From an optimization exercise on the open Yosys and OpenROAD flow, aimed at small area and a short achievable clock period; shortcuts taken in it are not production practice. The RTL was checked by simulation tests, not by an equivalence proof against the original design.

## divider
module divider (input logic [15:0] N,D,IA0,IA1,IA2,IA3,
                input logic clk, reset, kSave, nSave, dSave, kNextSel,
                input logic [1:0] muxSelB,
                output logic [15:0] quotient, remainder);
Size in the first run: ~1000 cells after synthesis, ~64 flip-flops, roughly 140 I/O pins, roughly 0.0089 sq mm of cells after synthesis.
export LEC_CHECK = 0
export CAP_MARGIN = 20
export CORE_MARGIN = 2
export CORE_UTILIZATION = 40
export CTS_BUF_LIST = sky130_fd_sc_hd__clkbuf_8
export SLEW_MARGIN = 20
create_clock -name core_clock -period 18.0 [get_ports {clk}]
standard.sh (not shown) runs the stock make flow with config.mk's settings and CLKGATE_MAP_FILE= SYNTH_SCRIPT=/design/flow/synth_recipe.tcl, a recipe that flattens the netlist after the stock synthesis.
==> flow/flow/run.sh <==
#!/bin/bash
# Own layout flow: the standard flow (standard.sh) with these changes:
#  - synthesis keeps the full-adder and half-adder modules (fa, ha) as their own modules so
#    each becomes one sky130 fa/ha cell, and extracts adders only inside them (not in the rest
#    of the logic, e.g. the final carry-lookahead adder); the netlist is then flattened and
#    renamed exactly as the standard synthesis script does;
#  - the remaining logic is mapped with flow/abc.script (ABC map with area recovery, no
#    buffering or sizing: the layout's repair sizes cells with real wire loads);
#  - port buffers are small buf cells instead of the default delay-buffer cell;
#  - timing repair aims for extra setup margin (SETUP_SLACK_MARGIN).
set -euo pipefail
W=$PWD
export SYNTH_KEEP_MODULES="fa ha"
export BUFFER_PORTS_ARGS="-buffer_cell sky130_fd_sc_hd__buf_1"
export ABC_AREA=1
export SETUP_SLACK_MARGIN=8.2
sed 's#^  extract_fa {\*}\[dont_use_extract_fa_args\]$#  extract_fa {*}[dont_use_extract_fa_args] fa ha#' \
  "$FLOW_HOME/scripts/synth.tcl" > "$W/synth_mod.tcl"
grep -q 'extract_fa {\*}\[dont_use_extract_fa_args\] fa ha' "$W/synth_mod.tcl"
# abc: our own mapping script (flow/abc.script) in place of ORFS's
sed -i 's#^  log_cmd abc {\*}\$abc_args$#  set abc_args [lreplace $abc_args 1 1 $::env(OWN_ABC_SCRIPT)]\n&#' "$W/synth_mod.tcl"
grep -q 'OWN_ABC_SCRIPT' "$W/synth_mod.tcl"
export OWN_ABC_SCRIPT="$W/flow/abc.script"
sed "s#\$::env(SCRIPTS_DIR)/synth.tcl#$W/synth_mod.tcl#" "$W/synth_recipe.tcl" > "$W/own_synth.tcl"
grep -q "source $W/synth_mod.tcl" "$W/own_synth.tcl"
sed "s#SYNTH_SCRIPT=[^ ]*#SYNTH_SCRIPT=$W/own_synth.tcl#" "$W/standard.sh" > "$W/own_standard.sh"
grep -q "SYNTH_SCRIPT=$W/own_synth.tcl" "$W/own_standard.sh"
bash "$W/own_standard.sh" > "$W/standard_flow.log" 2>&1
==> flow/flow/abc.script <==
strash
dch
map -B 0.9
topo
stime -c
The baseline produced a clean layout.
==> next run, changes <==
==> flow/flow/run.sh (replaced) <==
#!/bin/bash
# Own layout flow: the standard flow (standard.sh) with two changes:
#  - the full-adder and half-adder modules (fa, ha) are kept as their own modules through
#    synthesis, so each becomes one sky130 fa/ha cell, and the netlist is flattened at the end
#    as the standard synthesis does;
#  - port buffers are buf_2 cells instead of the default delay-buffer cell.
set -euo pipefail
W=$PWD
export SYNTH_KEEP_MODULES="fa ha"
export BUFFER_PORTS_ARGS="-buffer_cell sky130_fd_sc_hd__buf_1"
export SETUP_SLACK_MARGIN=8
export ABC_AREA=1
bash "$W/standard.sh" > "$W/standard_flow.log" 2>&1
Settings changed: CORE_UTILIZATION 40 to 60.
removed: flow/flow/abc.script
Global-route usage climbs by 8.8 points.
Fmax shrinks by a few percent.
Routed wire length went down by a few percent.
Worst hold slack loses 0.042 ns.
Worst setup slack is worse by 0.26 ns.
Register-to-register slack gets worse by 0.31 ns.
Die area decreases by a quarter to a third.
==> next run, changes <==
==> flow/flow/run.sh (replaced) <==
#!/bin/bash
# Own layout flow: the standard flow (standard.sh) with these changes:
#  - synthesis keeps the full-adder and half-adder modules (fa, ha) as their own modules so
#    each becomes one sky130 fa/ha cell, and extracts adders only inside them (not in the rest
#    of the logic, e.g. the final carry-lookahead adder); the netlist is then flattened and
#    renamed exactly as the standard synthesis script does;
#  - port buffers are small buf cells instead of the default delay-buffer cell;
#  - timing repair aims for extra setup margin (SETUP_SLACK_MARGIN).
set -euo pipefail
W=$PWD
export SYNTH_KEEP_MODULES="fa ha"
export BUFFER_PORTS_ARGS="-buffer_cell sky130_fd_sc_hd__buf_1"
export ABC_AREA=1
export SETUP_SLACK_MARGIN=8.4
sed 's#^  extract_fa {\*}\[dont_use_extract_fa_args\]$#  extract_fa {*}[dont_use_extract_fa_args] fa ha#' \
  "$FLOW_HOME/scripts/synth.tcl" > "$W/synth_mod.tcl"
grep -q 'extract_fa {\*}\[dont_use_extract_fa_args\] fa ha' "$W/synth_mod.tcl"
sed "s#\$::env(SCRIPTS_DIR)/synth.tcl#$W/synth_mod.tcl#" "$W/synth_recipe.tcl" > "$W/own_synth.tcl"
grep -q "source $W/synth_mod.tcl" "$W/own_synth.tcl"
sed "s#SYNTH_SCRIPT=[^ ]*#SYNTH_SCRIPT=$W/own_synth.tcl#" "$W/standard.sh" > "$W/own_standard.sh"
grep -q "SYNTH_SCRIPT=$W/own_synth.tcl" "$W/own_standard.sh"
bash "$W/own_standard.sh" > "$W/standard_flow.log" 2>&1
Settings changed: CORE_UTILIZATION 60 to 40.
The changed run finished clean; die area is higher by well over a third; first-iteration DRC count grows by a few percent; count of clock-buffer cells in the layout is unchanged; core utilization went down by 23 points; final area grows slightly.
==> next run, changes <==
--- a/flow/flow/run.sh
+++ b/flow/flow/run.sh
@@ -5,4 +5,5 @@
 #    of the logic, e.g. the final carry-lookahead adder); the netlist is then flattened and
 #    renamed exactly as the standard synthesis script does;
+#  - the remaining logic is mapped with flow/abc.script (area-oriented &nf mapping);
 #  - port buffers are small buf cells instead of the default delay-buffer cell;
 #  - timing repair aims for extra setup margin (SETUP_SLACK_MARGIN).
@@ -12,8 +13,12 @@
 export BUFFER_PORTS_ARGS="-buffer_cell sky130_fd_sc_hd__buf_1"
 export ABC_AREA=1
-export SETUP_SLACK_MARGIN=8.4
+export SETUP_SLACK_MARGIN=8.7
 sed 's#^  extract_fa {\*}\[dont_use_extract_fa_args\]$#  extract_fa {*}[dont_use_extract_fa_args] fa ha#' \
   "$FLOW_HOME/scripts/synth.tcl" > "$W/synth_mod.tcl"
 grep -q 'extract_fa {\*}\[dont_use_extract_fa_args\] fa ha' "$W/synth_mod.tcl"
+# abc: our own mapping script (flow/abc.script) in place of ORFS's
+sed -i 's#^  log_cmd abc {\*}\$abc_args$#  set abc_args [lreplace $abc_args 1 1 $::env(OWN_ABC_SCRIPT)]\n&#' "$W/synth_mod.tcl"
+grep -q 'OWN_ABC_SCRIPT' "$W/synth_mod.tcl"
+export OWN_ABC_SCRIPT="$W/flow/abc.script"
 sed "s#\$::env(SCRIPTS_DIR)/synth.tcl#$W/synth_mod.tcl#" "$W/synth_recipe.tcl" > "$W/own_synth.tcl"
 grep -q "source $W/synth_mod.tcl" "$W/own_synth.tcl"
==> flow/flow/abc.script (new file) <==
strash
dch
map -B 0.9
topo
stime -c
=> Synthesized cell count went down by about 4%. Critical path depth went up by 8. Die area is lower by about 6%. Final area rose by about 1.8%. Routed wire length rose by about 5%. Register-to-register slack improved by 0.19 ns. Worst setup slack gains 0.27 ns. First-iteration DRC count increases by 19%. Global-route usage grows by 2.6 points.
==> next run, changes <==
==> flow/flow/run.sh (replaced) <==
#!/bin/bash
# Own layout flow: the standard flow (standard.sh) with two changes:
#  - the full-adder and half-adder modules (fa, ha) are kept as their own modules through
#    synthesis, so each becomes one sky130 fa/ha cell, and the netlist is flattened at the end
#    as the standard synthesis does;
#  - port buffers are buf_2 cells instead of the default delay-buffer cell.
set -euo pipefail
W=$PWD
export SYNTH_KEEP_MODULES="fa ha"
export BUFFER_PORTS_ARGS="-buffer_cell sky130_fd_sc_hd__buf_1"
export CTS_BUF_LIST=sky130_fd_sc_hd__clkbuf_8
export SETUP_SLACK_MARGIN=8.5
export ABC_AREA=1
bash "$W/standard.sh" > "$W/standard_flow.log" 2>&1
Settings changed: CTS_BUF_LIST sky130_fd_sc_hd__clkbuf_8 to default.
removed: flow/flow/abc.script
After rerunning: The changed run finished with timing, DRC and antenna clean. Count of clock-buffer cells in the layout does not change. Via count decreases by 6.2%. Routed wire length came out lower by 5.2%. Global-route usage decreases by 2.3 points. Worst setup slack degrades by 0.33 ns. Cell count falls by 3.3%.

port drivers added, routing unchanged:
The flow's constraints put no driver on any port. The routed layouts listed below were extracted and timed again, unchanged, in two steps.
Step 1 sets driving cells, clkbuf_16 on the clock port and buf_2 on the other inputs (assumed; they add their load-dependent delay and slew).
Step 2 moves the port delays by t, midway between the first and last clock arrival at a register: inputs arrive t later, outputs are due t later. That takes back most of the time a late clock gives input paths.
Slacks: ideal / step 1 / step 2; pairs: ideal / step 1.
| run | shift t [ns] | setup slack, ns | hold slack, ns | worst setup path after step 2 | slew at the worst register clock pin (ns) |
|---|---|---|---|---|---|
| the first run | 0.374 | 8.582 / 8.590 / 8.216 | 0.591 / 0.591 / 0.591 | input to register | 0.08 / 0.08 |
| the second run | 0.374 | 8.322 / 8.332 / 7.957 | 0.549 / 0.549 / 0.549 | input to register | 0.07 / 0.07 |
| the third run | 0.372 | 8.792 / 8.800 / 8.427 | 0.548 / 0.548 / 0.548 | input to register | 0.07 / 0.07 |
| the fourth run | 0.370 | 9.057 / 9.061 / 8.691 | 0.586 / 0.586 / 0.586 | input to register | 0.07 / 0.07 |
| the fifth run | 0.368 | 8.729 / 8.725 / 8.356 | 0.553 / 0.553 / 0.553 | input to register | 0.07 / 0.07 |
After both steps setup and hold are still met in every run listed. For the fifth run, which loses most, drivers alone change the setup slack by -0.004 ns; drivers and shift together by -0.373 ns.
